Context: an optimization exercise on an open-source flow, tuned for small area, a short achievable clock period and few clock cycles per item. The choices shown serve that exercise and are no tape-out recipe.
Only simulation tests tie the RTL to the original design; equivalence was not proved.

`design/flow/flow/run.sh`:
```
#!/bin/bash
# Standard ORFS layout (the standard.sh) in two parts. Up to clock-tree synthesis,
# repair_timing is asked to over-fix setup by a margin; after it (global route onwards)
# it only fixes violations. Clock period and I/O constraints are unchanged.
set -euo pipefail
cd "$(dirname "${BASH_SOURCE[0]}")/.."
SETUP_SLACK_MARGIN=30 bash standard.sh cts > standard_cts.log 2>&1
SETUP_SLACK_MARGIN=0 bash standard.sh > standard_finish.log 2>&1
```
`design/flow/standard.sh`:
```
#!/bin/bash
# synth_recipe.tcl (not shown) runs the flow's synth.tcl, then flattens the netlist and writes it again
# the make line also repeats each setting of config.mk as NAME=value (left out here)
make -C /OpenROAD-flow-scripts/flow DESIGN_CONFIG=/design/flow/config.mk WORK_HOME=/design/flow/orfs CLKGATE_MAP_FILE= SYNTH_SCRIPT=/design/flow/synth_recipe.tcl "${@:-finish}"
```
`design/flow/config.mk`:
```
export PLATFORM = sky130hd
export DESIGN_NAME = softmax_4
export DESIGN_NICKNAME = softmax_4
export VERILOG_FILES = /design/flow/design.v
export SDC_FILE = /design/flow/constraint.sdc
export NUM_CORES = 4
export LEC_CHECK = 0
export ABC_AREA = 0
export CAP_MARGIN = 20
export CORE_MARGIN = 2
export CORE_UTILIZATION = 70
export SLEW_MARGIN = 20
```
`design/flow/constraint.sdc`:
```
create_clock -name core_clock -period 60.0 [get_ports {clk}]
set_input_delay 12.0000 -clock core_clock [delete_from_list [all_inputs] [get_ports {clk}]]
set_output_delay 12.0000 -clock core_clock [all_outputs]
set_load 0.01 [all_outputs]
```
`design/flow/design.v`:
```
module softmax_4 (
    input wire clk,
    input wire reset,
    input wire start,
    input wire [15:0] in0, in1, in2, in3,
    output reg [7:0] out0, out1, out2, out3,
    output reg done
);
    wire [15:0] e0, e1, e2, e3;
    sm_exp x0 (.x(in0), .e(e0));
    sm_exp x1 (.x(in1), .e(e1));
    sm_exp x2 (.x(in2), .e(e2));
    sm_exp x3 (.x(in3), .e(e3));
    wire [17:0] s = e0 + e1 + e2 + e3;
    wire nz = |s;
    reg [4:0] k;
    integer i;
    always @(*) begin
        k = 5'd0;
        for (i = 0; i < 18; i = i + 1)
            if (s[i]) k = 5'd17 - i[4:0];
    end
    wire b4 = k[4], b3 = k[3], b2 = k[2], b1 = k[1], b0 = k[0];
    wire [17:0] d = s << k;
    function [17:0] nrm(input [15:0] e, input c4, input c3, input c2, input c1, input c0);
        reg [17:0] t;
        begin
            t = {2'b00, e};
            if (c4) t = {t[1:0], 16'd0};
            if (c3) t = {t[9:0], 8'd0};
            if (c2) t = {t[13:0], 4'd0};
            if (c1) t = {t[15:0], 2'd0};
            if (c0) t = {t[16:0], 1'b0};
            nrm = t;
        end
    endfunction
    wire [7:0] q0, q1, q2, q3;
    wire [19:0] d3 = {2'b00, d} + {1'b0, d, 1'b0};
    sm_div dv0 (.en(nrm(e0, b4, b3, b2, b1, b0)), .d(d), .d3(d3), .q(q0));
    sm_div dv1 (.en(nrm(e1, b4, b3, b2, b1, b0)), .d(d), .d3(d3), .q(q1));
    sm_div dv2 (.en(nrm(e2, b4, b3, b2, b1, b0)), .d(d), .d3(d3), .q(q2));
    sm_div dv3 (.en(nrm(e3, b4, b3, b2, b1, b0)), .d(d), .d3(d3), .q(q3));
    always @(posedge clk) begin
        out0 <= nz ? q0 : 8'd0;
        out1 <= nz ? q1 : 8'd0;
        out2 <= nz ? q2 : 8'd0;
        out3 <= nz ? q3 : 8'd0;
    end
    always @(posedge clk or posedge reset) begin
        if (reset)
            done <= 1'b0;
        else
            done <= start;
    end
endmodule
module sm_exp (input wire [15:0] x, output wire [15:0] e);
    wire t1;
    wire t2;
    wire t3;
    wire t4;
    wire t5;
    wire t6;
    wire t7;
    wire t8;
    wire t9;
    wire t10;
    wire t11;
    wire t12;
    wire t13;
    wire t14;
    wire t15;
    wire t16;
    wire t17;
    wire t18;
    wire t19;
    wire t20;
    wire t21;
    wire t22;
    wire t23;
    wire t24;
    wire t25;
    wire t26;
    wire t27;
    wire t28;
    wire t29;
    wire t30;
    wire t31;
    wire t32;
    wire t33;
    wire t34;
    wire t35;
    wire t36;
    wire t37;
    wire t38;
    wire t39;
    wire t40;
    wire t41;
    wire t42;
    wire t43;
    wire t44;
    wire t45;
    wire t46;
    wire t47;
    wire t48;
    wire t49;
    wire t50;
    wire t51;
    wire t52;
    wire t53;
    wire t54;
    wire t55;
    wire t56;
    wire t57;
    wire t58;
    wire t59;
    wire t60;
    wire t61;
    wire t62;
    wire t63;
    wire t64;
    wire t65;
    wire t66;
    wire t67;
    wire t68;
    wire t69;
    wire t70;
    wire t71;
    wire t72;
    wire t73;
    wire t74;
    wire t75;
    wire t76;
    wire t77;
    wire t78;
    wire t79;
    wire t80;
    wire t81;
    wire t82;
    wire t83;
    wire t84;
    wire t85;
    wire t86;
    wire t87;
    wire t88;
    wire t89;
    wire t90;
    wire t91;
    wire t92;
    wire t93;
    wire t94;
    wire t95;
    wire t96;
    wire t97;
    wire t98;
    wire t99;
    wire t100;
    wire t101;
    wire t102;
    wire t103;
    wire t104;
    wire t105;
    wire t106;
    wire t107;
    wire t108;
    wire t109;
    wire t110;
    wire t111;
    wire t112;
    wire t113;
    wire t114;
    wire t115;
    wire t116;
    wire t117;
    wire t118;
    wire t119;
    wire t120;
    wire t121;
    wire t122;
    wire t123;
    wire t124;
    wire t125;
    wire t126;
    wire t127;
    wire t128;
    wire t129;
    wire t130;
    wire t131;
    wire t132;
    wire t133;
    wire t134;
    wire t135;
    wire t136;
    wire t137;
    wire t138;
    wire t139;
    wire t140;
    wire t141;
    wire t142;
    wire t143;
    wire t144;
    wire t145;
    wire t146;
    wire t147;
    wire t148;
    wire t149;
    wire t150;
    wire t151;
    wire t152;
    wire t153;
    wire t154;
    wire t155;
    wire t156;
    wire t157;
    wire t158;
    wire t159;
    wire t160;
    wire t161;
    wire t162;
    wire t163;
    wire t164;
    wire t165;
    wire t166;
    wire t167;
    wire t168;
    wire t169;
    wire t170;
    wire t171;
    wire t172;
    wire t173;
    wire t174;
    wire t175;
    wire t176;
    wire t177;
    wire t178;
    wire t179;
    wire t180;
    wire t181;
    wire t182;
    wire t183;
    wire t184;
    wire t185;
    wire t186;
    wire t187;
    wire t188;
    wire t189;
    wire t190;
    wire t191;
    wire t192;
    wire t193;
    wire t194;
    wire t195;
    wire t196;
    wire t197;
    wire t198;
    wire t199;
    wire t200;
    wire t201;
    wire t202;
    wire t203;
    wire t204;
    wire t205;
    wire t206;
    wire t207;
    wire t208;
    wire t209;
    wire t210;
    wire t211;
    wire t212;
    wire t213;
    wire t214;
    wire t215;
    wire t216;
    assign t1 = (x[0]&x[15]) ^ (x[1]&x[14]);
    assign t2 = (x[0]&x[15]) & (x[1]&x[14]);
    assign t3 = (x[1]&x[15]) ^ (x[2]&x[14]);
    assign t4 = (x[1]&x[15]) & (x[2]&x[14]);
    assign t5 = (x[2]&x[15]) ^ (x[3]&x[14]);
    assign t6 = (x[2]&x[15]) & (x[3]&x[14]);
    assign t7 = (x[0]&x[9]) ^ (x[1]&x[8]);
    assign t8 = (x[0]&x[9]) & (x[1]&x[8]);
    assign t9 = (x[0]&x[10]) ^ (x[1]&x[9]);
    assign t10 = (x[0]&x[10]) & (x[1]&x[9]);
    assign t11 = (x[0]&x[11]) ^ (x[1]&x[10]) ^ (x[2]&x[9]);
    assign t12 = ((x[0]&x[11]) & (x[1]&x[10])) | ((x[0]&x[11]) & (x[2]&x[9])) | ((x[1]&x[10]) & (x[2]&x[9]));
    assign t13 = (x[3]&x[8]) ^ x[3];
    assign t14 = (x[3]&x[8]) & x[3];
    assign t15 = (x[0]&x[12]) ^ (x[1]&x[11]) ^ (x[2]&x[10]);
    assign t16 = ((x[0]&x[12]) & (x[1]&x[11])) | ((x[0]&x[12]) & (x[2]&x[10])) | ((x[1]&x[11]) & (x[2]&x[10]));
    assign t17 = (x[3]&x[9]) ^ (x[4]&x[8]);
    assign t18 = (x[3]&x[9]) & (x[4]&x[8]);
    assign t19 = (x[0]&x[13]) ^ (x[1]&x[12]) ^ (x[2]&x[11]);
    assign t20 = ((x[0]&x[13]) & (x[1]&x[12])) | ((x[0]&x[13]) & (x[2]&x[11])) | ((x[1]&x[12]) & (x[2]&x[11]));
    assign t21 = (x[3]&x[10]) ^ (x[4]&x[9]) ^ (x[5]&x[8]);
    assign t22 = ((x[3]&x[10]) & (x[4]&x[9])) | ((x[3]&x[10]) & (x[5]&x[8])) | ((x[4]&x[9]) & (x[5]&x[8]));
    assign t23 = x[5] ^ (x[6]&x[7]);
    assign t24 = x[5] & (x[6]&x[7]);
    assign t25 = (x[0]&x[14]) ^ (x[1]&x[13]) ^ (x[2]&x[12]);
    assign t26 = ((x[0]&x[14]) & (x[1]&x[13])) | ((x[0]&x[14]) & (x[2]&x[12])) | ((x[1]&x[13]) & (x[2]&x[12]));
    assign t27 = (x[3]&x[11]) ^ (x[4]&x[10]) ^ (x[5]&x[9]);
    assign t28 = ((x[3]&x[11]) & (x[4]&x[10])) | ((x[3]&x[11]) & (x[5]&x[9])) | ((x[4]&x[10]) & (x[5]&x[9]));
    assign t29 = (x[6]&x[8]) ^ x[6];
    assign t30 = (x[6]&x[8]) & x[6];
    assign t31 = t1 ^ (x[2]&x[13]) ^ (x[3]&x[12]);
    assign t32 = (t1 & (x[2]&x[13])) | (t1 & (x[3]&x[12])) | ((x[2]&x[13]) & (x[3]&x[12]));
    assign t33 = (x[4]&x[11]) ^ (x[5]&x[10]) ^ (x[6]&x[9]);
    assign t34 = ((x[4]&x[11]) & (x[5]&x[10])) | ((x[4]&x[11]) & (x[6]&x[9])) | ((x[5]&x[10]) & (x[6]&x[9]));
    assign t35 = (x[7]&x[8]) ^ x[7] ^ x[8];
    assign t36 = ((x[7]&x[8]) & x[7]) | ((x[7]&x[8]) & x[8]) | (x[7] & x[8]);
    assign t37 = t2 ^ t3 ^ (x[3]&x[13]);
    assign t38 = (t2 & t3) | (t2 & (x[3]&x[13])) | (t3 & (x[3]&x[13]));
    assign t39 = (x[4]&x[12]) ^ (x[5]&x[11]) ^ (x[6]&x[10]);
    assign t40 = ((x[4]&x[12]) & (x[5]&x[11])) | ((x[4]&x[12]) & (x[6]&x[10])) | ((x[5]&x[11]) & (x[6]&x[10]));
    assign t41 = (x[7]&x[9]) ^ x[8] ^ 1'b1;
    assign t42 = ((x[7]&x[9]) & x[8]) | ((x[7]&x[9]) & 1'b1) | (x[8] & 1'b1);
    assign t43 = t4 ^ t5 ^ (x[4]&x[13]);
    assign t44 = (t4 & t5) | (t4 & (x[4]&x[13])) | (t5 & (x[4]&x[13]));
    assign t45 = (x[5]&x[12]) ^ (x[6]&x[11]) ^ (x[7]&x[10]);
    assign t46 = ((x[5]&x[12]) & (x[6]&x[11])) | ((x[5]&x[12]) & (x[7]&x[10])) | ((x[6]&x[11]) & (x[7]&x[10]));
    assign t47 = (x[8]&x[9]) ^ x[9] ^ x[9];
    assign t48 = ((x[8]&x[9]) & x[9]) | ((x[8]&x[9]) & x[9]) | (x[9] & x[9]);
    assign t49 = t6 ^ (x[3]&x[15]) ^ (x[4]&x[14]);
    assign t50 = (t6 & (x[3]&x[15])) | (t6 & (x[4]&x[14])) | ((x[3]&x[15]) & (x[4]&x[14]));
    assign t51 = (x[5]&x[13]) ^ (x[6]&x[12]) ^ (x[7]&x[11]);
    assign t52 = ((x[5]&x[13]) & (x[6]&x[12])) | ((x[5]&x[13]) & (x[7]&x[11])) | ((x[6]&x[12]) & (x[7]&x[11]));
    assign t53 = (x[8]&x[10]) ^ x[10];
    assign t54 = (x[8]&x[10]) & x[10];
    assign t55 = (x[4]&x[15]) ^ (x[5]&x[14]) ^ (x[6]&x[13]);
    assign t56 = ((x[4]&x[15]) & (x[5]&x[14])) | ((x[4]&x[15]) & (x[6]&x[13])) | ((x[5]&x[14]) & (x[6]&x[13]));
    assign t57 = (x[7]&x[12]) ^ (x[8]&x[11]) ^ (x[9]&x[10]);
    assign t58 = ((x[7]&x[12]) & (x[8]&x[11])) | ((x[7]&x[12]) & (x[9]&x[10])) | ((x[8]&x[11]) & (x[9]&x[10]));
    assign t59 = x[10] ^ x[11];
    assign t60 = x[10] & x[11];
    assign t61 = (x[5]&x[15]) ^ (x[6]&x[14]) ^ (x[7]&x[13]);
    assign t62 = ((x[5]&x[15]) & (x[6]&x[14])) | ((x[5]&x[15]) & (x[7]&x[13])) | ((x[6]&x[14]) & (x[7]&x[13]));
    assign t63 = (x[8]&x[12]) ^ (x[9]&x[11]);
    assign t64 = (x[8]&x[12]) & (x[9]&x[11]);
    assign t65 = (x[6]&x[15]) ^ (x[7]&x[14]) ^ (x[8]&x[13]);
    assign t66 = ((x[6]&x[15]) & (x[7]&x[14])) | ((x[6]&x[15]) & (x[8]&x[13])) | ((x[7]&x[14]) & (x[8]&x[13]));
    assign t67 = (x[9]&x[12]) ^ (x[10]&x[11]);
    assign t68 = (x[9]&x[12]) & (x[10]&x[11]);
    assign t69 = (x[7]&x[15]) ^ (x[8]&x[14]);
    assign t70 = (x[7]&x[15]) & (x[8]&x[14]);
    assign t71 = (x[8]&x[15]) ^ (x[9]&x[14]);
    assign t72 = (x[8]&x[15]) & (x[9]&x[14]);
    assign t73 = (x[0]&x[7]) ^ (x[1]&x[6]);
    assign t74 = (x[0]&x[7]) & (x[1]&x[6]);
    assign t75 = (x[0]&x[8]) ^ x[0] ^ (x[1]&x[7]);
    assign t76 = ((x[0]&x[8]) & x[0]) | ((x[0]&x[8]) & (x[1]&x[7])) | (x[0] & (x[1]&x[7]));
    assign t77 = t7 ^ x[1] ^ (x[2]&x[7]);
    assign t78 = (t7 & x[1]) | (t7 & (x[2]&x[7])) | (x[1] & (x[2]&x[7]));
    assign t79 = (x[3]&x[6]) ^ (x[4]&x[5]);
    assign t80 = (x[3]&x[6]) & (x[4]&x[5]);
    assign t81 = t8 ^ t9 ^ (x[2]&x[8]);
    assign t82 = (t8 & t9) | (t8 & (x[2]&x[8])) | (t9 & (x[2]&x[8]));
    assign t83 = x[2] ^ (x[3]&x[7]) ^ (x[4]&x[6]);
    assign t84 = (x[2] & (x[3]&x[7])) | (x[2] & (x[4]&x[6])) | ((x[3]&x[7]) & (x[4]&x[6]));
    assign t85 = t10 ^ t11 ^ t13;
    assign t86 = (t10 & t11) | (t10 & t13) | (t11 & t13);
    assign t87 = (x[4]&x[7]) ^ (x[5]&x[6]) ^ x[6];
    assign t88 = ((x[4]&x[7]) & (x[5]&x[6])) | ((x[4]&x[7]) & x[6]) | ((x[5]&x[6]) & x[6]);
    assign t89 = t12 ^ t14 ^ t15;
    assign t90 = (t12 & t14) | (t12 & t15) | (t14 & t15);
    assign t91 = t17 ^ x[4] ^ (x[5]&x[7]);
    assign t92 = (t17 & x[4]) | (t17 & (x[5]&x[7])) | (x[4] & (x[5]&x[7]));
    assign t93 = t16 ^ t18 ^ t19;
    assign t94 = (t16 & t18) | (t16 & t19) | (t18 & t19);
    assign t95 = t21 ^ t23 ^ x[7];
    assign t96 = (t21 & t23) | (t21 & x[7]) | (t23 & x[7]);
    assign t97 = t20 ^ t22 ^ t24;
    assign t98 = (t20 & t22) | (t20 & t24) | (t22 & t24);
    assign t99 = t25 ^ t27 ^ t29;
    assign t100 = (t25 & t27) | (t25 & t29) | (t27 & t29);
    assign t101 = t26 ^ t28 ^ t30;
    assign t102 = (t26 & t28) | (t26 & t30) | (t28 & t30);
    assign t103 = t31 ^ t33 ^ t35;
    assign t104 = (t31 & t33) | (t31 & t35) | (t33 & t35);
    assign t105 = t32 ^ t34 ^ t36;
    assign t106 = (t32 & t34) | (t32 & t36) | (t34 & t36);
    assign t107 = t37 ^ t39 ^ t41;
    assign t108 = (t37 & t39) | (t37 & t41) | (t39 & t41);
    assign t109 = t38 ^ t40 ^ t42;
    assign t110 = (t38 & t40) | (t38 & t42) | (t40 & t42);
    assign t111 = t43 ^ t45 ^ t47;
    assign t112 = (t43 & t45) | (t43 & t47) | (t45 & t47);
    assign t113 = t44 ^ t46 ^ t48;
    assign t114 = (t44 & t46) | (t44 & t48) | (t46 & t48);
    assign t115 = t49 ^ t51 ^ t53;
    assign t116 = (t49 & t51) | (t49 & t53) | (t51 & t53);
    assign t117 = t50 ^ t52 ^ t54;
    assign t118 = (t50 & t52) | (t50 & t54) | (t52 & t54);
    assign t119 = t55 ^ t57 ^ t59;
    assign t120 = (t55 & t57) | (t55 & t59) | (t57 & t59);
    assign t121 = t56 ^ t58 ^ t60;
    assign t122 = (t56 & t58) | (t56 & t60) | (t58 & t60);
    assign t123 = t61 ^ t63 ^ x[12];
    assign t124 = (t61 & t63) | (t61 & x[12]) | (t63 & x[12]);
    assign t125 = t62 ^ t64 ^ t65;
    assign t126 = (t62 & t64) | (t62 & t65) | (t64 & t65);
    assign t127 = t67 ^ x[11] ^ x[13];
    assign t128 = (t67 & x[11]) | (t67 & x[13]) | (x[11] & x[13]);
    assign t129 = t66 ^ t68 ^ t69;
    assign t130 = (t66 & t68) | (t66 & t69) | (t68 & t69);
    assign t131 = (x[9]&x[13]) ^ (x[10]&x[12]) ^ x[14];
    assign t132 = ((x[9]&x[13]) & (x[10]&x[12])) | ((x[9]&x[13]) & x[14]) | ((x[10]&x[12]) & x[14]);
    assign t133 = t70 ^ t71 ^ (x[10]&x[13]);
    assign t134 = (t70 & t71) | (t70 & (x[10]&x[13])) | (t71 & (x[10]&x[13]));
    assign t135 = (x[11]&x[12]) ^ x[12] ^ x[15];
    assign t136 = ((x[11]&x[12]) & x[12]) | ((x[11]&x[12]) & x[15]) | (x[12] & x[15]);
    assign t137 = (x[0]&x[5]) ^ (x[1]&x[4]);
    assign t138 = (x[0]&x[5]) & (x[1]&x[4]);
    assign t139 = (x[0]&x[6]) ^ (x[1]&x[5]);
    assign t140 = (x[0]&x[6]) & (x[1]&x[5]);
    assign t141 = t73 ^ (x[2]&x[5]) ^ (x[3]&x[4]);
    assign t142 = (t73 & (x[2]&x[5])) | (t73 & (x[3]&x[4])) | ((x[2]&x[5]) & (x[3]&x[4]));
    assign t143 = t74 ^ t75 ^ (x[2]&x[6]);
    assign t144 = (t74 & t75) | (t74 & (x[2]&x[6])) | (t75 & (x[2]&x[6]));
    assign t145 = t76 ^ t77 ^ t79;
    assign t146 = (t76 & t77) | (t76 & t79) | (t77 & t79);
    assign t147 = t78 ^ t80 ^ t81;
    assign t148 = (t78 & t80) | (t78 & t81) | (t80 & t81);
    assign t149 = t82 ^ t84 ^ t85;
    assign t150 = (t82 & t84) | (t82 & t85) | (t84 & t85);
    assign t151 = t86 ^ t88 ^ t89;
    assign t152 = (t86 & t88) | (t86 & t89) | (t88 & t89);
    assign t153 = t90 ^ t92 ^ t93;
    assign t154 = (t90 & t92) | (t90 & t93) | (t92 & t93);
    assign t155 = t94 ^ t96 ^ t97;
    assign t156 = (t94 & t96) | (t94 & t97) | (t96 & t97);
    assign t157 = t98 ^ t100 ^ t101;
    assign t158 = (t98 & t100) | (t98 & t101) | (t100 & t101);
    assign t159 = t102 ^ t104 ^ t105;
    assign t160 = (t102 & t104) | (t102 & t105) | (t104 & t105);
    assign t161 = t106 ^ t108 ^ t109;
    assign t162 = (t106 & t108) | (t106 & t109) | (t108 & t109);
    assign t163 = t110 ^ t112 ^ t113;
    assign t164 = (t110 & t112) | (t110 & t113) | (t112 & t113);
    assign t165 = t114 ^ t116 ^ t117;
    assign t166 = (t114 & t116) | (t114 & t117) | (t116 & t117);
    assign t167 = t118 ^ t120 ^ t121;
    assign t168 = (t118 & t120) | (t118 & t121) | (t120 & t121);
    assign t169 = t122 ^ t124 ^ t125;
    assign t170 = (t122 & t124) | (t122 & t125) | (t124 & t125);
    assign t171 = t126 ^ t128 ^ t129;
    assign t172 = (t126 & t128) | (t126 & t129) | (t128 & t129);
    assign t173 = t130 ^ t132 ^ t133;
    assign t174 = (t130 & t132) | (t130 & t133) | (t132 & t133);
    assign t175 = (x[0]&x[3]) ^ (x[1]&x[2]);
    assign t176 = (x[0]&x[3]) & (x[1]&x[2]);
    assign t177 = (x[0]&x[4]) ^ (x[1]&x[3]);
    assign t178 = (x[0]&x[4]) & (x[1]&x[3]);
    assign t179 = t137 ^ (x[2]&x[3]) ^ x[3];
    assign t180 = (t137 & (x[2]&x[3])) | (t137 & x[3]) | ((x[2]&x[3]) & x[3]);
    assign t181 = t138 ^ t139 ^ (x[2]&x[4]);
    assign t182 = (t138 & t139) | (t138 & (x[2]&x[4])) | (t139 & (x[2]&x[4]));
    assign t183 = t140 ^ t141 ^ x[4];
    assign t184 = (t140 & t141) | (t140 & x[4]) | (t141 & x[4]);
    assign t185 = t142 ^ t143 ^ (x[3]&x[5]);
    assign t186 = (t142 & t143) | (t142 & (x[3]&x[5])) | (t143 & (x[3]&x[5]));
    assign t187 = t144 ^ t145 ^ x[5];
    assign t188 = (t144 & t145) | (t144 & x[5]) | (t145 & x[5]);
    assign t189 = t146 ^ t147 ^ t83;
    assign t190 = (t146 & t147) | (t146 & t83) | (t147 & t83);
    assign t191 = t148 ^ t149 ^ t87;
    assign t192 = (t148 & t149) | (t148 & t87) | (t149 & t87);
    assign t193 = t150 ^ t151 ^ t91;
    assign t194 = (t150 & t151) | (t150 & t91) | (t151 & t91);
    assign t195 = t152 ^ t153 ^ t95;
    assign t196 = (t152 & t153) | (t152 & t95) | (t153 & t95);
    assign t197 = t154 ^ t155 ^ t99;
    assign t198 = (t154 & t155) | (t154 & t99) | (t155 & t99);
    assign t199 = t156 ^ t157 ^ t103;
    assign t200 = (t156 & t157) | (t156 & t103) | (t157 & t103);
    assign t201 = t158 ^ t159 ^ t107;
    assign t202 = (t158 & t159) | (t158 & t107) | (t159 & t107);
    assign t203 = t160 ^ t161 ^ t111;
    assign t204 = (t160 & t161) | (t160 & t111) | (t161 & t111);
    assign t205 = t162 ^ t163 ^ t115;
    assign t206 = (t162 & t163) | (t162 & t115) | (t163 & t115);
    assign t207 = t164 ^ t165 ^ t119;
    assign t208 = (t164 & t165) | (t164 & t119) | (t165 & t119);
    assign t209 = t166 ^ t167 ^ t123;
    assign t210 = (t166 & t167) | (t166 & t123) | (t167 & t123);
    assign t211 = t168 ^ t169 ^ t127;
    assign t212 = (t168 & t169) | (t168 & t127) | (t169 & t127);
    assign t213 = t170 ^ t171 ^ t131;
    assign t214 = (t170 & t171) | (t170 & t131) | (t171 & t131);
    assign t215 = t172 ^ t173 ^ t135;
    assign t216 = (t172 & t173) | (t172 & t135) | (t173 & t135);
    wire [24:0] ra = {t214, t212, t210, t208, t206, t204, t202, t200, t198, t196, t194, t192, t190, t188, t186, t184, t182, t180, t178, t176, t175, (x[0]&x[2]), (x[0]&x[1]), 1'b0, x[0]};
    wire [24:0] rb = {t215, t213, t211, t209, t207, t205, t203, t201, t199, t197, t195, t193, t191, t189, t187, t185, t183, t181, t179, t177, x[2], 1'b0, x[1], 1'b0, 1'b0};
    wire [24:0] sum = ra + rb;
    assign e = sum[24:9];
endmodule
module sm_qsl (input wire [5:0] z, input wire [1:0] di, output wire p, output wire n,
               output wire m1, output wire m2, output wire m3);
    wire s = z[5];
    wire [4:0] v = z[4:0] ^ {5{s}};
    assign p = ~s;
    assign n = s & (|v);
    wire v3 = v >= 5'd3, v4 = v >= 5'd4, v5 = v >= 5'd5, v6 = v >= 5'd6;
    wire v7 = v >= 5'd7, v8 = v >= 5'd8, v9 = v >= 5'd9;
    wire ge2 = s ? (di[1] ? v5 : v4) : (di[1] ? v4 : v3);
    reg ge3;
    always @(*) begin
        case ({s, di})
            3'b000: ge3 = v5;
            3'b001: ge3 = v6;
            3'b010: ge3 = v7;
            3'b011: ge3 = v8;
            3'b100: ge3 = v6;
            3'b101: ge3 = v7;
            3'b110: ge3 = v8;
            default: ge3 = v9;
        endcase
    end
    assign m3 = ge3;
    assign m2 = ge2 & ~ge3;
    assign m1 = ~ge2 & (p | n);
endmodule
module sm_div (input wire [17:0] en, input wire [17:0] d, input wire [19:0] d3, output wire [7:0] q);
    wire [27:0] sv0 = {2'b00, en, 8'b0};
    wire [27:0] cv0 = {10'h3ff, ~en};
    wire [19:0] d1 = {2'b00, d};
    wire [19:0] d2 = {1'b0, d, 1'b0};
    wire [5:0] z1 = {2'b00, en[17:14]} - 6'd1;
    wire p1, n1, ma1, mb1, mc1;
    sm_qsl qs1 (.z(z1), .di(d[16:15]), .p(p1), .n(n1), .m1(ma1), .m2(mb1), .m3(mc1));
    wire [27:0] a1 = {sv0[25:0], 2'b0};
    wire [27:0] b1 = {cv0[25:0], 2'b0};
    wire [19:0] g1 = ({20{ma1}} & d1) | ({20{mb1}} & d2) | ({20{mc1}} & d3);
    wire [19:0] t1 = g1 ^ {20{p1}};
    wire [19:0] ai1 = {a1[27:9], p1};
    wire [19:0] fs1 = ai1 ^ b1[27:8] ^ t1;
    wire [19:0] fc1 = (ai1 & b1[27:8]) | (ai1 & t1) | (b1[27:8] & t1);
    wire [27:0] sv1 = {fs1, a1[7:0]};
    wire [27:0] cv1 = {fc1[18:0], 1'b0, b1[7:0]};
    wire [5:0] z2 = sv1[27:22] + cv1[27:22];
    wire p2, n2, ma2, mb2, mc2;
    sm_qsl qs2 (.z(z2), .di(d[16:15]), .p(p2), .n(n2), .m1(ma2), .m2(mb2), .m3(mc2));
    wire [27:0] a2 = {sv1[25:0], 2'b0};
    wire [27:0] b2 = {cv1[25:0], 2'b0};
    wire [19:0] g2 = ({20{ma2}} & d1) | ({20{mb2}} & d2) | ({20{mc2}} & d3);
    wire [19:0] t2 = g2 ^ {20{p2}};
    wire [19:0] ai2 = {a2[27:9], p2};
    wire [19:0] fs2 = ai2 ^ b2[27:8] ^ t2;
    wire [19:0] fc2 = (ai2 & b2[27:8]) | (ai2 & t2) | (b2[27:8] & t2);
    wire [27:0] sv2 = {fs2, a2[7:0]};
    wire [27:0] cv2 = {fc2[18:0], 1'b0, b2[7:0]};
    wire [5:0] z3 = sv2[27:22] + cv2[27:22];
    wire p3, n3, ma3, mb3, mc3;
    sm_qsl qs3 (.z(z3), .di(d[16:15]), .p(p3), .n(n3), .m1(ma3), .m2(mb3), .m3(mc3));
    wire [27:0] a3 = {sv2[25:0], 2'b0};
    wire [27:0] b3 = {cv2[25:0], 2'b0};
    wire [19:0] g3 = ({20{ma3}} & d1) | ({20{mb3}} & d2) | ({20{mc3}} & d3);
    wire [19:0] t3 = g3 ^ {20{p3}};
    wire [19:0] ai3 = {a3[27:9], p3};
    wire [19:0] fs3 = ai3 ^ b3[27:8] ^ t3;
    wire [19:0] fc3 = (ai3 & b3[27:8]) | (ai3 & t3) | (b3[27:8] & t3);
    wire [27:0] sv3 = {fs3, a3[7:0]};
    wire [27:0] cv3 = {fc3[18:0], 1'b0, b3[7:0]};
    wire [5:0] z4 = sv3[27:22] + cv3[27:22];
    wire p4, n4, ma4, mb4, mc4;
    sm_qsl qs4 (.z(z4), .di(d[16:15]), .p(p4), .n(n4), .m1(ma4), .m2(mb4), .m3(mc4));
    wire [27:0] a4 = {sv3[25:0], 2'b0};
    wire [27:0] b4 = {cv3[25:0], 2'b0};
    wire [19:0] g4 = ({20{ma4}} & d1) | ({20{mb4}} & d2) | ({20{mc4}} & d3);
    wire [19:0] t4 = g4 ^ {20{p4}};
    wire [19:0] ai4 = {a4[27:9], p4};
    wire [19:0] fs4 = ai4 ^ b4[27:8] ^ t4;
    wire [19:0] fc4 = (ai4 & b4[27:8]) | (ai4 & t4) | (b4[27:8] & t4);
    wire [27:0] sv4 = {fs4, a4[7:0]};
    wire [27:0] cv4 = {fc4[18:0], 1'b0, b4[7:0]};
    wire [18:0] r = sv4[26:8] + cv4[26:8] + 19'd1;
    wire neg = r[18];
    wire [7:0] P = {p1 ? {mb1|mc1, ma1|mc1} : 2'b00, p2 ? {mb2|mc2, ma2|mc2} : 2'b00,
                    p3 ? {mb3|mc3, ma3|mc3} : 2'b00, p4 ? {mb4|mc4, ma4|mc4} : 2'b00};
    wire [7:0] N = {n1 ? {mb1|mc1, ma1|mc1} : 2'b00, n2 ? {mb2|mc2, ma2|mc2} : 2'b00,
                    n3 ? {mb3|mc3, ma3|mc3} : 2'b00, n4 ? {mb4|mc4, ma4|mc4} : 2'b00};
    wire [7:0] qa = P + ~N;
    wire [7:0] qb = P + ~N + 8'd1;
    assign q = neg ? qa : qb;
endmodule
```
==> flow_summary.yaml, run 1 <==
global_route:
  grt_pass1_vias: 62100
  grt_max_degree: 49
  grt_use_total_pct: 79.2
  grt_first_pass_wirelength_um: 410000
  overflow: 288
floorplanning:
  ios: 100
  die_w_um: 262
  num_rows: 94
  start_util_pct: 70.7
  die_y_um: 262
synthesis:
  yosys-top-cells-area: "fa_1 (25%), ha_1 (11%), xnor2_1 (8.1%), inv_1 (7.0%), a21oi_1 (4.5%)"
  avgSynthCellArea_um2: 7.64
  synth-edff-count: 0
  yosys.cell_count.top_type: "inv_1"
  syn-cell-area_um2: 46500
  netlist.top_cell.by_area: "fa_1"
  syn_nets: 7141
  synth_common_cells: "inv_1 (871), fa_1 (579), nand2_1 (459)"
  ys_types: 125
  synthFlopType: "dfxtp_1"
  seq_area_frac_synth_pct: 1.43
  ys_warn_count: 2
  synth-seq-cells: 33
  synthDominantCellAreaShare_pct: 24.9
  synthArstFlopShare_pct: 3.03
  synthCells: 6089
place:
  place.gp.congestion: 1.13
  place.detailed.hpwl_um: 124000
  numPortBuffers: 99
cts:
  cts-root-buf: "clkbuf_16"
  clockBufferDepth: 2
  cts_hold_buffers: 0
  cts.sinks: 33
  numCtsBuffers: 5
  cts_max_level: 2
status:
  stop_error: "[ERROR GRT-0116] Global routing finished with congestion. Check the congestion regions in the DRC Viewer."
  status: "aborted with a tool error"
  haltStage: "global routing (5_1_grt)"
[what timing repair did]
item | in CTS
buffers inserted | 585
gates resized for setup | 1025
pin swaps | 308
endpoints found under the setup margin | 32
cloned | 42
hold endpoints to repair | 0
[how the worst max path moves through the flow]
| stage | end | slack [ns] |
|---|---|---|
| 2_1_floorplan | out3[6] | 24.23 |
| 3_3_place_gp | out1[7] | 17.38 |
| 3_5_place_dp | out1[7] | 17.20 |
| 4_1_cts | out1[7] | 24.18 |
[per-layer routing]
metal  track usage, %  GRT overflow
met5             55.3             5
met2             93.5           124
met3             68.7            37
met4             68.4            88
met1             80.4            34
[per-stage QoR]
stage,setup WS (ns),instances,hold WS [ns],cell area (um2)
floorplan,24.23,6089,11.73,48400
global placement,17.38,6833,12.14,49500
detailed placement,17.20,6833,12.18,49500
CTS,24.18,7468,11.87,58400
[cells by family after synthesis]
group | count (synthesis) | synth area share [%]
flip-flops | 33 | 1.43
AO/OA/AOI/OAI | 1555 | 22.8
multiplexers | 78 | 1.74
other | 1 | 0.00806
AND/OR/NAND/NOR | 1646 | 17.3
XOR/XNOR | 559 | 10.8
adder cells (fa/ha/maj) | 987 | 35.9
buffers and inverters | 1230 | 10.1
Testbench counts, summed over its fixed seeds: cycles 24,000, items 24,000.
==> run 2: changes to the inputs <==
--- a/design/flow/design.v
+++ b/design/flow/design.v
@@ -14,13 +14,14 @@
     wire [17:0] s = e0 + e1 + e2 + e3;
     wire nz = |s;
-    reg [4:0] k;
-    integer i;
-    always @(*) begin
-        k = 5'd0;
-        for (i = 0; i < 18; i = i + 1)
-            if (s[i]) k = 5'd17 - i[4:0];
-    end
-    wire b4 = k[4], b3 = k[3], b2 = k[2], b1 = k[1], b0 = k[0];
-    wire [17:0] d = s << k;
+    wire b4 = ~|s[17:2];
+    wire [17:0] s1 = b4 ? {s[1:0], 16'd0} : s;
+    wire b3 = ~|s1[17:10];
+    wire [17:0] s2 = b3 ? {s1[9:0], 8'd0} : s1;
+    wire b2 = ~|s2[17:14];
+    wire [17:0] s3 = b2 ? {s2[13:0], 4'd0} : s2;
+    wire b1 = ~|s3[17:16];
+    wire [17:0] s4 = b1 ? {s3[15:0], 2'd0} : s3;
+    wire b0 = ~s4[17];
+    wire [17:0] d = b0 ? {s4[16:0], 1'b0} : s4;
     function [17:0] nrm(input [15:0] e, input c4, input c3, input c2, input c1, input c0);
         reg [17:0] t;
@@ -492,29 +493,267 @@
     assign e = sum[24:9];
 endmodule
-module sm_qsl (input wire [5:0] z, input wire [1:0] di, output wire p, output wire n,
-               output wire m1, output wire m2, output wire m3);
-    wire s = z[5];
-    wire [4:0] v = z[4:0] ^ {5{s}};
-    assign p = ~s;
-    assign n = s & (|v);
-    wire v3 = v >= 5'd3, v4 = v >= 5'd4, v5 = v >= 5'd5, v6 = v >= 5'd6;
-    wire v7 = v >= 5'd7, v8 = v >= 5'd8, v9 = v >= 5'd9;
-    wire ge2 = s ? (di[1] ? v5 : v4) : (di[1] ? v4 : v3);
-    reg ge3;
+module sm_qsl (input wire [5:0] z, input wire [1:0] di, output reg p, output reg n,
+               output reg m1, output reg m2, output reg m3);
     always @(*) begin
-        case ({s, di})
-            3'b000: ge3 = v5;
-            3'b001: ge3 = v6;
-            3'b010: ge3 = v7;
-            3'b011: ge3 = v8;
-            3'b100: ge3 = v6;
-            3'b101: ge3 = v7;
-            3'b110: ge3 = v8;
-            default: ge3 = v9;
+        case ({di, z})
+            8'd32: {p, n, m1, m2, m3} = 5'b01001;
+            8'd33: {p, n, m1, m2, m3} = 5'b01001;
+            8'd34: {p, n, m1, m2, m3} = 5'b01001;
+            8'd35: {p, n, m1, m2, m3} = 5'b01001;
+            8'd36: {p, n, m1, m2, m3} = 5'b01001;
+            8'd37: {p, n, m1, m2, m3} = 5'b01001;
+            8'd38: {p, n, m1, m2, m3} = 5'b01001;
+            8'd39: {p, n, m1, m2, m3} = 5'b01001;
+            8'd40: {p, n, m1, m2, m3} = 5'b01001;
+            8'd41: {p, n, m1, m2, m3} = 5'b01001;
+            8'd42: {p, n, m1, m2, m3} = 5'b01001;
+            8'd43: {p, n, m1, m2, m3} = 5'b01001;
+            8'd44: {p, n, m1, m2, m3} = 5'b01001;
+            8'd45: {p, n, m1, m2, m3} = 5'b01001;
+            8'd46: {p, n, m1, m2, m3} = 5'b01001;
+            8'd47: {p, n, m1, m2, m3} = 5'b01001;
+            8'd48: {p, n, m1, m2, m3} = 5'b01001;
+            8'd49: {p, n, m1, m2, m3} = 5'b01001;
+            8'd50: {p, n, m1, m2, m3} = 5'b01001;
+            8'd51: {p, n, m1, m2, m3} = 5'b01001;
+            8'd52: {p, n, m1, m2, m3} = 5'b01001;
+            8'd53: {p, n, m1, m2, m3} = 5'b01001;
+            8'd54: {p, n, m1, m2, m3} = 5'b01001;
+            8'd55: {p, n, m1, m2, m3} = 5'b01001;
+            8'd56: {p, n, m1, m2, m3} = 5'b01001;
+            8'd57: {p, n, m1, m2, m3} = 5'b01001;
+            8'd58: {p, n, m1, m2, m3} = 5'b01010;
+            8'd59: {p, n, m1, m2, m3} = 5'b01010;
+            8'd60: {p, n, m1, m2, m3} = 5'b01100;
+            8'd61: {p, n, m1, m2, m3} = 5'b01100;
+            8'd62: {p, n, m1, m2, m3} = 5'b00000;
+            8'd63: {p, n, m1, m2, m3} = 5'b00000;
+            8'd0: {p, n, m1, m2, m3} = 5'b00000;
+            8'd1: {p, n, m1, m2, m3} = 5'b10100;
+            8'd2: {p, n, m1, m2, m3} = 5'b10100;
+            8'd3: {p, n, m1, m2, m3} = 5'b10010;
+            8'd4: {p, n, m1, m2, m3} = 5'b10010;
+            8'd5: {p, n, m1, m2, m3} = 5'b10001;
+            8'd6: {p, n, m1, m2, m3} = 5'b10001;
+            8'd7: {p, n, m1, m2, m3} = 5'b10001;
+            8'd8: {p, n, m1, m2, m3} = 5'b10001;
+            8'd9: {p, n, m1, m2, m3} = 5'b10001;
+            8'd10: {p, n, m1, m2, m3} = 5'b10001;
+            8'd11: {p, n, m1, m2, m3} = 5'b10001;
+            8'd12: {p, n, m1, m2, m3} = 5'b10001;
+            8'd13: {p, n, m1, m2, m3} = 5'b10001;
+            8'd14: {p, n, m1, m2, m3} = 5'b10001;
+            8'd15: {p, n, m1, m2, m3} = 5'b10001;
+            8'd16: {p, n, m1, m2, m3} = 5'b10001;
+            8'd17: {p, n, m1, m2, m3} = 5'b10001;
+            8'd18: {p, n, m1, m2, m3} = 5'b10001;
+            8'd19: {p, n, m1, m2, m3} = 5'b10001;
+            8'd20: {p, n, m1, m2, m3} = 5'b10001;
+            8'd21: {p, n, m1, m2, m3} = 5'b10001;
+            8'd22: {p, n, m1, m2, m3} = 5'b10001;
+            8'd23: {p, n, m1, m2, m3} = 5'b10001;
+            8'd24: {p, n, m1, m2, m3} = 5'b10001;
+            8'd25: {p, n, m1, m2, m3} = 5'b10001;
+            8'd26: {p, n, m1, m2, m3} = 5'b10001;
+            8'd27: {p, n, m1, m2, m3} = 5'b10001;
+            8'd28: {p, n, m1, m2, m3} = 5'b10001;
+            8'd29: {p, n, m1, m2, m3} = 5'b10001;
+            8'd30: {p, n, m1, m2, m3} = 5'b10001;
+            8'd31: {p, n, m1, m2, m3} = 5'b10001;
+            8'd96: {p, n, m1, m2, m3} = 5'b01001;
+            8'd97: {p, n, m1, m2, m3} = 5'b01001;
+            8'd98: {p, n, m1, m2, m3} = 5'b01001;
+            8'd99: {p, n, m1, m2, m3} = 5'b01001;
+            8'd100: {p, n, m1, m2, m3} = 5'b01001;
+            8'd101: {p, n, m1, m2, m3} = 5'b01001;
+            8'd102: {p, n, m1, m2, m3} = 5'b01001;
+            8'd103: {p, n, m1, m2, m3} = 5'b01001;
+            8'd104: {p, n, m1, m2, m3} = 5'b01001;
+            8'd105: {p, n, m1, m2, m3} = 5'b01001;
+            8'd106: {p, n, m1, m2, m3} = 5'b01001;
+            8'd107: {p, n, m1, m2, m3} = 5'b01001;
+            8'd108: {p, n, m1, m2, m3} = 5'b01001;
+            8'd109: {p, n, m1, m2, m3} = 5'b01001;
+            8'd110: {p, n, m1, m2, m3} = 5'b01001;
+            8'd111: {p, n, m1, m2, m3} = 5'b01001;
+            8'd112: {p, n, m1, m2, m3} = 5'b01001;
+            8'd113: {p, n, m1, m2, m3} = 5'b01001;
+            8'd114: {p, n, m1, m2, m3} = 5'b01001;
+            8'd115: {p, n, m1, m2, m3} = 5'b01001;
+            8'd116: {p, n, m1, m2, m3} = 5'b01001;
+            8'd117: {p, n, m1, m2, m3} = 5'b01001;
+            8'd118: {p, n, m1, m2, m3} = 5'b01001;
+            8'd119: {p, n, m1, m2, m3} = 5'b01001;
+            8'd120: {p, n, m1, m2, m3} = 5'b01001;
+            8'd121: {p, n, m1, m2, m3} = 5'b01010;
+            8'd122: {p, n, m1, m2, m3} = 5'b01010;
+            8'd123: {p, n, m1, m2, m3} = 5'b01100;
+            8'd124: {p, n, m1, m2, m3} = 5'b01100;
+            8'd125: {p, n, m1, m2, m3} = 5'b01100;
+            8'd126: {p, n, m1, m2, m3} = 5'b00000;
+            8'd127: {p, n, m1, m2, m3} = 5'b00000;
+            8'd64: {p, n, m1, m2, m3} = 5'b00000;
+            8'd65: {p, n, m1, m2, m3} = 5'b10100;
+            8'd66: {p, n, m1, m2, m3} = 5'b10100;
+            8'd67: {p, n, m1, m2, m3} = 5'b10100;
+            8'd68: {p, n, m1, m2, m3} = 5'b10010;
+            8'd69: {p, n, m1, m2, m3} = 5'b10010;
+            8'd70: {p, n, m1, m2, m3} = 5'b10001;
+            8'd71: {p, n, m1, m2, m3} = 5'b10001;
+            8'd72: {p, n, m1, m2, m3} = 5'b10001;
+            8'd73: {p, n, m1, m2, m3} = 5'b10001;
+            8'd74: {p, n, m1, m2, m3} = 5'b10001;
+            8'd75: {p, n, m1, m2, m3} = 5'b10001;
+            8'd76: {p, n, m1, m2, m3} = 5'b10001;
+            8'd77: {p, n, m1, m2, m3} = 5'b10001;
+            8'd78: {p, n, m1, m2, m3} = 5'b10001;
+            8'd79: {p, n, m1, m2, m3} = 5'b10001;
+            8'd80: {p, n, m1, m2, m3} = 5'b10001;
+            8'd81: {p, n, m1, m2, m3} = 5'b10001;
+            8'd82: {p, n, m1, m2, m3} = 5'b10001;
+            8'd83: {p, n, m1, m2, m3} = 5'b10001;
+            8'd84: {p, n, m1, m2, m3} = 5'b10001;
+            8'd85: {p, n, m1, m2, m3} = 5'b10001;
+            8'd86: {p, n, m1, m2, m3} = 5'b10001;
+            8'd87: {p, n, m1, m2, m3} = 5'b10001;
+            8'd88: {p, n, m1, m2, m3} = 5'b10001;
+            8'd89: {p, n, m1, m2, m3} = 5'b10001;
+            8'd90: {p, n, m1, m2, m3} = 5'b10001;
+            8'd91: {p, n, m1, m2, m3} = 5'b10001;
+            8'd92: {p, n, m1, m2, m3} = 5'b10001;
+            8'd93: {p, n, m1, m2, m3} = 5'b10001;
+            8'd94: {p, n, m1, m2, m3} = 5'b10001;
+            8'd95: {p, n, m1, m2, m3} = 5'b10001;
+            8'd160: {p, n, m1, m2, m3} = 5'b01001;
+            8'd161: {p, n, m1, m2, m3} = 5'b01001;
+            8'd162: {p, n, m1, m2, m3} = 5'b01001;
+            8'd163: {p, n, m1, m2, m3} = 5'b01001;
+            8'd164: {p, n, m1, m2, m3} = 5'b01001;
+            8'd165: {p, n, m1, m2, m3} = 5'b01001;
+            8'd166: {p, n, m1, m2, m3} = 5'b01001;
+            8'd167: {p, n, m1, m2, m3} = 5'b01001;
+            8'd168: {p, n, m1, m2, m3} = 5'b01001;
+            8'd169: {p, n, m1, m2, m3} = 5'b01001;
+            8'd170: {p, n, m1, m2, m3} = 5'b01001;
+            8'd171: {p, n, m1, m2, m3} = 5'b01001;
+            8'd172: {p, n, m1, m2, m3} = 5'b01001;
+            8'd173: {p, n, m1, m2, m3} = 5'b01001;
+            8'd174: {p, n, m1, m2, m3} = 5'b01001;
+            8'd175: {p, n, m1, m2, m3} = 5'b01001;
+            8'd176: {p, n, m1, m2, m3} = 5'b01001;
+            8'd177: {p, n, m1, m2, m3} = 5'b01001;
+            8'd178: {p, n, m1, m2, m3} = 5'b01001;
+            8'd179: {p, n, m1, m2, m3} = 5'b01001;
+            8'd180: {p, n, m1, m2, m3} = 5'b01001;
+            8'd181: {p, n, m1, m2, m3} = 5'b01001;
+            8'd182: {p, n, m1, m2, m3} = 5'b01001;
+            8'd183: {p, n, m1, m2, m3} = 5'b01010;
+            8'd184: {p, n, m1, m2, m3} = 5'b01010;
+            8'd185: {p, n, m1, m2, m3} = 5'b01010;
+            8'd186: {p, n, m1, m2, m3} = 5'b01010;
+            8'd187: {p, n, m1, m2, m3} = 5'b01100;
+            8'd188: {p, n, m1, m2, m3} = 5'b01100;
+            8'd189: {p, n, m1, m2, m3} = 5'b01100;
+            8'd190: {p, n, m1, m2, m3} = 5'b00000;
+            8'd191: {p, n, m1, m2, m3} = 5'b00000;
+            8'd128: {p, n, m1, m2, m3} = 5'b00000;
+            8'd129: {p, n, m1, m2, m3} = 5'b10100;
+            8'd130: {p, n, m1, m2, m3} = 5'b10100;
+            8'd131: {p, n, m1, m2, m3} = 5'b10100;
+            8'd132: {p, n, m1, m2, m3} = 5'b10010;
+            8'd133: {p, n, m1, m2, m3} = 5'b10010;
+            8'd134: {p, n, m1, m2, m3} = 5'b10010;
+            8'd135: {p, n, m1, m2, m3} = 5'b10010;
+            8'd136: {p, n, m1, m2, m3} = 5'b10001;
+            8'd137: {p, n, m1, m2, m3} = 5'b10001;
+            8'd138: {p, n, m1, m2, m3} = 5'b10001;
+            8'd139: {p, n, m1, m2, m3} = 5'b10001;
+            8'd140: {p, n, m1, m2, m3} = 5'b10001;
+            8'd141: {p, n, m1, m2, m3} = 5'b10001;
+            8'd142: {p, n, m1, m2, m3} = 5'b10001;
+            8'd143: {p, n, m1, m2, m3} = 5'b10001;
+            8'd144: {p, n, m1, m2, m3} = 5'b10001;
+            8'd145: {p, n, m1, m2, m3} = 5'b10001;
+            8'd146: {p, n, m1, m2, m3} = 5'b10001;
+            8'd147: {p, n, m1, m2, m3} = 5'b10001;
+            8'd148: {p, n, m1, m2, m3} = 5'b10001;
+            8'd149: {p, n, m1, m2, m3} = 5'b10001;
+            8'd150: {p, n, m1, m2, m3} = 5'b10001;
+            8'd151: {p, n, m1, m2, m3} = 5'b10001;
+            8'd152: {p, n, m1, m2, m3} = 5'b10001;
+            8'd153: {p, n, m1, m2, m3} = 5'b10001;
+            8'd154: {p, n, m1, m2, m3} = 5'b10001;
+            8'd155: {p, n, m1, m2, m3} = 5'b10001;
+            8'd156: {p, n, m1, m2, m3} = 5'b10001;
+            8'd157: {p, n, m1, m2, m3} = 5'b10001;
+            8'd158: {p, n, m1, m2, m3} = 5'b10001;
+            8'd159: {p, n, m1, m2, m3} = 5'b10001;
+            8'd224: {p, n, m1, m2, m3} = 5'b01001;
+            8'd225: {p, n, m1, m2, m3} = 5'b01001;
+            8'd226: {p, n, m1, m2, m3} = 5'b01001;
+            8'd227: {p, n, m1, m2, m3} = 5'b01001;
+            8'd228: {p, n, m1, m2, m3} = 5'b01001;
+            8'd229: {p, n, m1, m2, m3} = 5'b01001;
+            8'd230: {p, n, m1, m2, m3} = 5'b01001;
+            8'd231: {p, n, m1, m2, m3} = 5'b01001;
+            8'd232: {p, n, m1, m2, m3} = 5'b01001;
+            8'd233: {p, n, m1, m2, m3} = 5'b01001;
+            8'd234: {p, n, m1, m2, m3} = 5'b01001;
+            8'd235: {p, n, m1, m2, m3} = 5'b01001;
+            8'd236: {p, n, m1, m2, m3} = 5'b01001;
+            8'd237: {p, n, m1, m2, m3} = 5'b01001;
+            8'd238: {p, n, m1, m2, m3} = 5'b01001;
+            8'd239: {p, n, m1, m2, m3} = 5'b01001;
+            8'd240: {p, n, m1, m2, m3} = 5'b01001;
+            8'd241: {p, n, m1, m2, m3} = 5'b01001;
+            8'd242: {p, n, m1, m2, m3} = 5'b01001;
+            8'd243: {p, n, m1, m2, m3} = 5'b01001;
+            8'd244: {p, n, m1, m2, m3} = 5'b01001;
+            8'd245: {p, n, m1, m2, m3} = 5'b01001;
+            8'd246: {p, n, m1, m2, m3} = 5'b01001;
+            8'd247: {p, n, m1, m2, m3} = 5'b01010;
+            8'd248: {p, n, m1, m2, m3} = 5'b01010;
+            8'd249: {p, n, m1, m2, m3} = 5'b01100;
+            8'd250: {p, n, m1, m2, m3} = 5'b01010;
+            8'd251: {p, n, m1, m2, m3} = 5'b01100;
+            8'd252: {p, n, m1, m2, m3} = 5'b01100;
+            8'd253: {p, n, m1, m2, m3} = 5'b01100;
+            8'd254: {p, n, m1, m2, m3} = 5'b00000;
+            8'd255: {p, n, m1, m2, m3} = 5'b00000;
+            8'd192: {p, n, m1, m2, m3} = 5'b00000;
+            8'd193: {p, n, m1, m2, m3} = 5'b10100;
+            8'd194: {p, n, m1, m2, m3} = 5'b10100;
+            8'd195: {p, n, m1, m2, m3} = 5'b10100;
+            8'd196: {p, n, m1, m2, m3} = 5'b10010;
+            8'd197: {p, n, m1, m2, m3} = 5'b10100;
+            8'd198: {p, n, m1, m2, m3} = 5'b10010;
+            8'd199: {p, n, m1, m2, m3} = 5'b10010;
+            8'd200: {p, n, m1, m2, m3} = 5'b10001;
+            8'd201: {p, n, m1, m2, m3} = 5'b10001;
+            8'd202: {p, n, m1, m2, m3} = 5'b10001;
+            8'd203: {p, n, m1, m2, m3} = 5'b10001;
+            8'd204: {p, n, m1, m2, m3} = 5'b10001;
+            8'd205: {p, n, m1, m2, m3} = 5'b10001;
+            8'd206: {p, n, m1, m2, m3} = 5'b10001;
+            8'd207: {p, n, m1, m2, m3} = 5'b10001;
+            8'd208: {p, n, m1, m2, m3} = 5'b10001;
+            8'd209: {p, n, m1, m2, m3} = 5'b10001;
+            8'd210: {p, n, m1, m2, m3} = 5'b10001;
+            8'd211: {p, n, m1, m2, m3} = 5'b10001;
+            8'd212: {p, n, m1, m2, m3} = 5'b10001;
+            8'd213: {p, n, m1, m2, m3} = 5'b10001;
+            8'd214: {p, n, m1, m2, m3} = 5'b10001;
+            8'd215: {p, n, m1, m2, m3} = 5'b10001;
+            8'd216: {p, n, m1, m2, m3} = 5'b10001;
+            8'd217: {p, n, m1, m2, m3} = 5'b10001;
+            8'd218: {p, n, m1, m2, m3} = 5'b10001;
+            8'd219: {p, n, m1, m2, m3} = 5'b10001;
+            8'd220: {p, n, m1, m2, m3} = 5'b10001;
+            8'd221: {p, n, m1, m2, m3} = 5'b10001;
+            8'd222: {p, n, m1, m2, m3} = 5'b10001;
+            8'd223: {p, n, m1, m2, m3} = 5'b10001;
+            default: {p, n, m1, m2, m3} = 5'b00000;
         endcase
     end
-    assign m3 = ge3;
-    assign m2 = ge2 & ~ge3;
-    assign m1 = ~ge2 & (p | n);
 endmodule
 module sm_div (input wire [17:0] en, input wire [17:0] d, input wire [19:0] d3, output wire [7:0] q);
==> design/flow/run.sh (new file) <==
#!/bin/bash
# synth_recipe.tcl (not shown) runs the flow's synth.tcl, then flattens the netlist and writes it again
# the make line also repeats each setting of config.mk as NAME=value (left out here)
make -C /OpenROAD-flow-scripts/flow DESIGN_CONFIG=/design/flow/config.mk WORK_HOME=/design/flow/orfs CLKGATE_MAP_FILE= SYNTH_SCRIPT=/design/flow/synth_recipe.tcl finish
--- a/design/flow/config.mk
+++ b/design/flow/config.mk
@@ -6,7 +6,7 @@
 export NUM_CORES = 4
 export LEC_CHECK = 0
-export ABC_AREA = 0
+export ABC_AREA = 1
 export CAP_MARGIN = 20
 export CORE_MARGIN = 2
-export CORE_UTILIZATION = 70
+export CORE_UTILIZATION = 55
 export SLEW_MARGIN = 20
removed: design/flow/flow/run.sh
removed: design/flow/standard.sh
==> run 2 against run 1 <==
Effect of this change: the run now finishes clean; synthesized cell count grew 29%; area after synthesis grew 8.7%.
==> flow_summary.yaml, run 2 <==
sta:
  rsz0062_at_grt: "no"
  finalCritPeriodShare_pct: 70.4
  maxSlewHeadroom_pct: 18.9
  timing.final.crit_period_ns: 42.23
  fin_hold_ws_ns: 11.81
  worst_pin_slew_ns: 1.20
  finalHoldViolations: 0
  max_freq_mhz: 23.7
  drv_slew: 0
  tns_ns: 0
  setup_viol: 0
route:
  first_pass_iters: 7
  routed_wirelength_um: 170000
  dr_total_vias: 50400
  drtIter0Drc: 4780
  detail-route-antenna-nets: 0
  via_per_inst: 5.65
  wl_per_cell_um: 19.0
  post-route-drc-count: 0
setup_path:
  setup.worst_path.start: "in1[2]"
  startpoint_type: "input port"
  crit_end: "out1[7]"
  cp.required_ns: 60.24
  slowest_stage: "clkdlybuf4s50_1"
  crit_type: "input port to register"
  endpoint_kind: "register"
  path_common_cell: "nand2_1"
  cp_max_fo: 94
  max_stage_delay_ns: 0.76
  critical_path_arrival_ns: 42.47
floorplanning:
  die_y_um: 307
  fp.coreArea_um2: 91400
  ios: 100
  num_rows: 111
  die_w_um: 307
  die-area_um2: 94400
  start_util_pct: 55.3
finish:
  final_cell_mix: "nand2_1 (2,028), inv_1 (1,626), fa_1 (577)"
  final_nets: 8844
  area_growth_pct: 3.92
  drive_gt1_share_pct: 4.63
  nFillCells: 9195
  layout.cells.most_common: "nand2_1"
place:
  place.gp.congestion: 1.02
  numPortBuffers: 99
  place.detailed.hpwl_um: 134000
synthesis:
  seq_area_frac_synth_pct: 1.32
  netlist.top_cell.by_area: "fa_1"
  ys_warn_count: 2
  synthCells: 7880
  yosys.cell_count.top_type: "nand2_1"
  synthDominantCellAreaShare_pct: 22.9
  synth-edff-count: 0
  syn_nets: 8988
  yosys-top-cells-area: "fa_1 (23%), nand2_1 (15%), inv_1 (12%), ha_1 (11%), xor2_1 (7.4%)"
  ys_types: 71
  synth_common_cells: "nand2_1 (2,028), inv_1 (1,626), fa_1 (577)"
  syn-cell-area_um2: 50600
  synthFlopType: "dfxtp_1"
  synthArstFlopShare_pct: 3.03
  avgSynthCellArea_um2: 6.42
  synth-seq-cells: 33
hold_path:
  hold_class: "input port to asynchronous set/reset pin"
cts:
  cts_max_level: 2
  cts.sinks: 33
  cts-root-buf: "clkbuf_16"
  clockBufferDepth: 2
  numCtsBuffers: 5
  clk_pin_slew_ns: 0.06
  cts_hold_buffers: 0
  cts_tree: "done"
  cts_resized: 0
  cts_setup_buffers: 0
global_route:
  grt_first_pass_wirelength_um: 269000
  antenna_found_initial: 4
  grt_max_degree: 97
  grt_use_total_pct: 35.9
  overflow: 0
  grt_pass1_vias: 48300
status:
  status: "timing/DRC/antenna clean"
run:
  cap_violations: 0
==> run 2: cell count changes after synthesis, moves of 82 or more <==
cell      change
o22ai_1      -82
nand2_1    +1569
xor2_1      +314
inv_1       +755
xnor2_1     -355
a222oi_1     -85
o21ai_0     +125
nand3_1     +287
and2_1      -268
==> run 2: cell families after synthesis <==
family | Yosys count | share of synthesized area (%)
AND/OR/NAND/NOR | 3177 | 27.3
buffers and inverters | 2019 | 15.3
AO/OA/AOI/OAI | 1100 | 12.9
adder cells (fa/ha/maj) | 1041 | 34.3
XOR/XNOR | 506 | 8.81
flip-flops | 33 | 1.32
multiplexers | 4 | 0.0792
==> run 2: how the worst min path moves through the flow <==
stage,from,endpoint,slack [ns],cells after the start
after detailed placement,reset,done,12.15,2
final,reset,done,11.81,2
after CTS,reset,done,11.81,2
after floorplan,reset,done,11.73,1
after global routing,reset,done,11.82,2
after global placement,reset,done,12.14,2
==> run 2: through the flow <==
step	area, um2	worst slack [ns]	std cells	util (%)
2_1_floorplan	50600	24.72	7880	-
3_3_place_gp	52400	18.48	8915	57.3
3_5_place_dp	52400	18.05	8915	57.3
4_1_cts	52500	18.34	8923	57.5
5_1_grt	52500	15.55	8924	57.5
6_report	52500	17.77	8925	57.5
==> run 2: area by class of cell <==
cell class	instances	area, um2	share of cell area [%]
multi-input cells	5828	42300	80.5
inverters	1691	6350	12.1
repair buffers	177	1580	3.00
well taps	1186	1480	2.82
flip-flops and latches	33	666	1.27
clock buffers	7	153	0.291
clock inverters	1	5.00	0.00953
diodes	2	5.00	0.00953
==> run 2: critical path: cells and delay by family <==
family / cells / cell delay [ns]
simple gates: 63 / 10.09
fa+ha+maj: 16 / 6.99
xor+xnor: 9 / 2.46
compound gates: 28 / 4.98
buf+inv: 25 / 5.78
==> run 2: layer usage <==
metal,GRT usage [%],routed length [um],vias up
met5,0,13,-
met2,58.3,76100,2142
met3,4.78,14400,486
li1,-,-,24100
met1,47.9,70600,23600
met4,15.3,8790,2
Testbench counts of run 2, summed over its fixed seeds: cycles 24,000, items 24,000.
==> run 3: changes to the inputs <==
--- a/design/flow/config.mk
+++ b/design/flow/config.mk
@@ -9,4 +9,4 @@
 export CAP_MARGIN = 20
 export CORE_MARGIN = 2
-export CORE_UTILIZATION = 55
+export CORE_UTILIZATION = 70
 export SLEW_MARGIN = 20
==> run 3 against run 2 <==
Effect of this change: global-route usage is 8.2 points higher; highest routed layer unchanged; die area is 21% lower; still clean; area after synthesis stayed put; critical path type unchanged.
==> flow_summary.yaml, run 3 <==
cts:
  cts_setup_buffers: 0
  numCtsBuffers: 5
  cts_max_level: 2
  cts_resized: 0
  cts_hold_buffers: 0
  cts_tree: "done"
  cts.sinks: 33
  clockBufferDepth: 2
  cts-root-buf: "clkbuf_16"
  clk_pin_slew_ns: 0.06
setup_path:
  path_common_cell: "nand2_1"
  slowest_stage: "xor2_2"
  endpoint_kind: "register"
  cp_max_fo: 97
  crit_type: "input port to register"
  critical_path_arrival_ns: 42.24
  cp.required_ns: 60.21
  startpoint_type: "input port"
  max_stage_delay_ns: 0.99
floorplanning:
  ios: 100
  die_y_um: 273
  num_rows: 98
  die-area_um2: 74400
  start_util_pct: 70.7
  fp.coreArea_um2: 71500
  die_w_um: 273
finish:
  area_growth_pct: 3.10
  final_nets: 8834
  layout.cells.most_common: "nand2_1"
  final_cell_mix: "nand2_1 (2,028), inv_1 (1,626), fa_1 (577)"
  post-route-util_pct: 72.9
  drive_gt1_share_pct: 4.44
route:
  post-route-drc-count: 0
  dr_total_vias: 52600
  wl_per_cell_um: 19.2
  first_pass_iters: 19
  drtIter0Drc: 6113
  via_per_inst: 6.06
  routed_wirelength_um: 166000
  detail-route-antenna-nets: 0
global_route:
  grt_max_degree: 98
  grt_first_pass_wirelength_um: 264000
  grt_pass1_vias: 50400
  grt_use_total_pct: 44.0
  overflow: 0
  antenna_found_initial: 5
synthesis:
  synthFlopType: "dfxtp_1"
  avgSynthCellArea_um2: 6.42
  synthCells: 7880
  yosys.cell_count.top_type: "nand2_1"
  synth-edff-count: 0
  ys_types: 71
  ys_warn_count: 2
  syn-cell-area_um2: 50600
  synthArstFlopShare_pct: 3.03
  syn_nets: 8988
  yosys-top-cells-area: "fa_1 (23%), nand2_1 (15%), inv_1 (12%), ha_1 (11%), xor2_1 (7.4%)"
  synth-seq-cells: 33
  synthDominantCellAreaShare_pct: 22.9
  seq_area_frac_synth_pct: 1.32
  netlist.top_cell.by_area: "fa_1"
  synth_common_cells: "nand2_1 (2,028), inv_1 (1,626), fa_1 (577)"
sta:
  timing.final.crit_period_ns: 42.04
  drv_slew: 0
  rsz0062_at_grt: "no"
  finalCritPeriodShare_pct: 70.1
  tns_ns: 0
  setup_viol: 0
  finalHoldViolations: 0
  max_freq_mhz: 23.8
  worst_pin_slew_ns: 1.24
  maxSlewHeadroom_pct: 17.0
place:
  numPortBuffers: 99
  place.gp.congestion: 1.06
  place.detailed.hpwl_um: 129000
hold_path:
  hold_class: "input port to asynchronous set/reset pin"
run:
  cap_violations: 0
status:
  status: "timing/DRC/antenna clean"
==> run 3: area by class of cell <==
cell class                      count  area, um2
Antenna cell                        5       12.5
Clock buffer                        8        136
Fill cell                        6107      19400
Inverter                         1691       6350
Multi-Input combinational cell   5828      42300
Sequential cell                    33        666
Tap cell                          950       1190
Timing Repair Buffer              167       1500
==> run 3: per-layer routing <==
metal	GRT usage (%)	part of all wire, %	vias to the layer above
met5	0	0.0096	-
met4	26.5	7.4	2
li1	-	-	24100
met3	8.51	12	886
met1	55.6	37	24100
met2	69.9	44	3450
==> run 3: cell families after synthesis <==
group	Yosys count	share of synthesized area [%]
muxes	4	0.0792
and+or+nand+nor	3177	27.3
adders and majority gates	1041	34.3
DFF	33	1.32
xor gates and xnor gates	506	8.81
buffers and inverters	2019	15.3
AOI/OAI and AO/OA	1100	12.9
==> run 3: path summary, 6_finish.rpt <==
kind,startpoint,end,cells past startpoint
setup / recovery,in2[3],out2[0],134
min in group core_clock,start,done,1
hold / removal,reset,done,2
max in group asynchronous,reset,done,2
==> run 3: through the flow <==
stage | instance area (um2) | setup WS [ns] | hold slack [ns] | instances
2_1_floorplan | 50600 | 24.72 | 11.73 | 7880
4_1_cts | 52100 | 18.99 | 11.83 | 8677
5_1_grt | 52100 | 16.19 | 11.85 | 8679
3_5_place_dp | 52000 | 18.74 | 12.15 | 8669
3_3_place_gp | 52000 | 19.10 | 12.14 | 8669
6_report | 52100 | 17.96 | 11.83 | 8682
==> run 3: critical path: cells and delay by family <==
family | cells | cell delay (ns)
AO/OA/AOI/OAI | 21 | 3.89
XOR/XNOR | 11 | 4.06
adder cells (fa/ha/maj) | 19 | 7.61
buffers and inverters | 23 | 4.54
AND/OR/NAND/NOR | 60 | 10.03

static timing again, ports no longer ideal:
The results above use ideal ports. As a check the final layouts listed here were re-extracted and re-timed, cells and wires unchanged.
Step 1 assumes that a clkbuf_16 drives the clock port and a buf_2 every other input.
Step 2 adds t to the input delays and takes it off the output delays; t is the mean of the earliest and latest rising clock arrival at the registers after step 1. Input paths then give back, and output paths get back, about the clock's delay inside the block.
Three values: ideal, step 1, step 2; two values: the first two.
run | t, ns | setup WS [ns] | worst hold slack (ns) | clock arrival spread, ns
run 2 | 0.377 | 17.767 / 17.800 / 17.424 | 11.814 / 11.777 / 12.154 | 0.005 / 0.005
run 3 | 0.359 | 17.964 / 17.995 / 17.636 | 11.826 / 11.796 / 12.155 | 0.005 / 0.006
After both steps setup and hold are still met in every run listed. For run 2, which loses most, drivers alone change the setup slack by +0.033 ns; drivers and shift together by -0.343 ns.
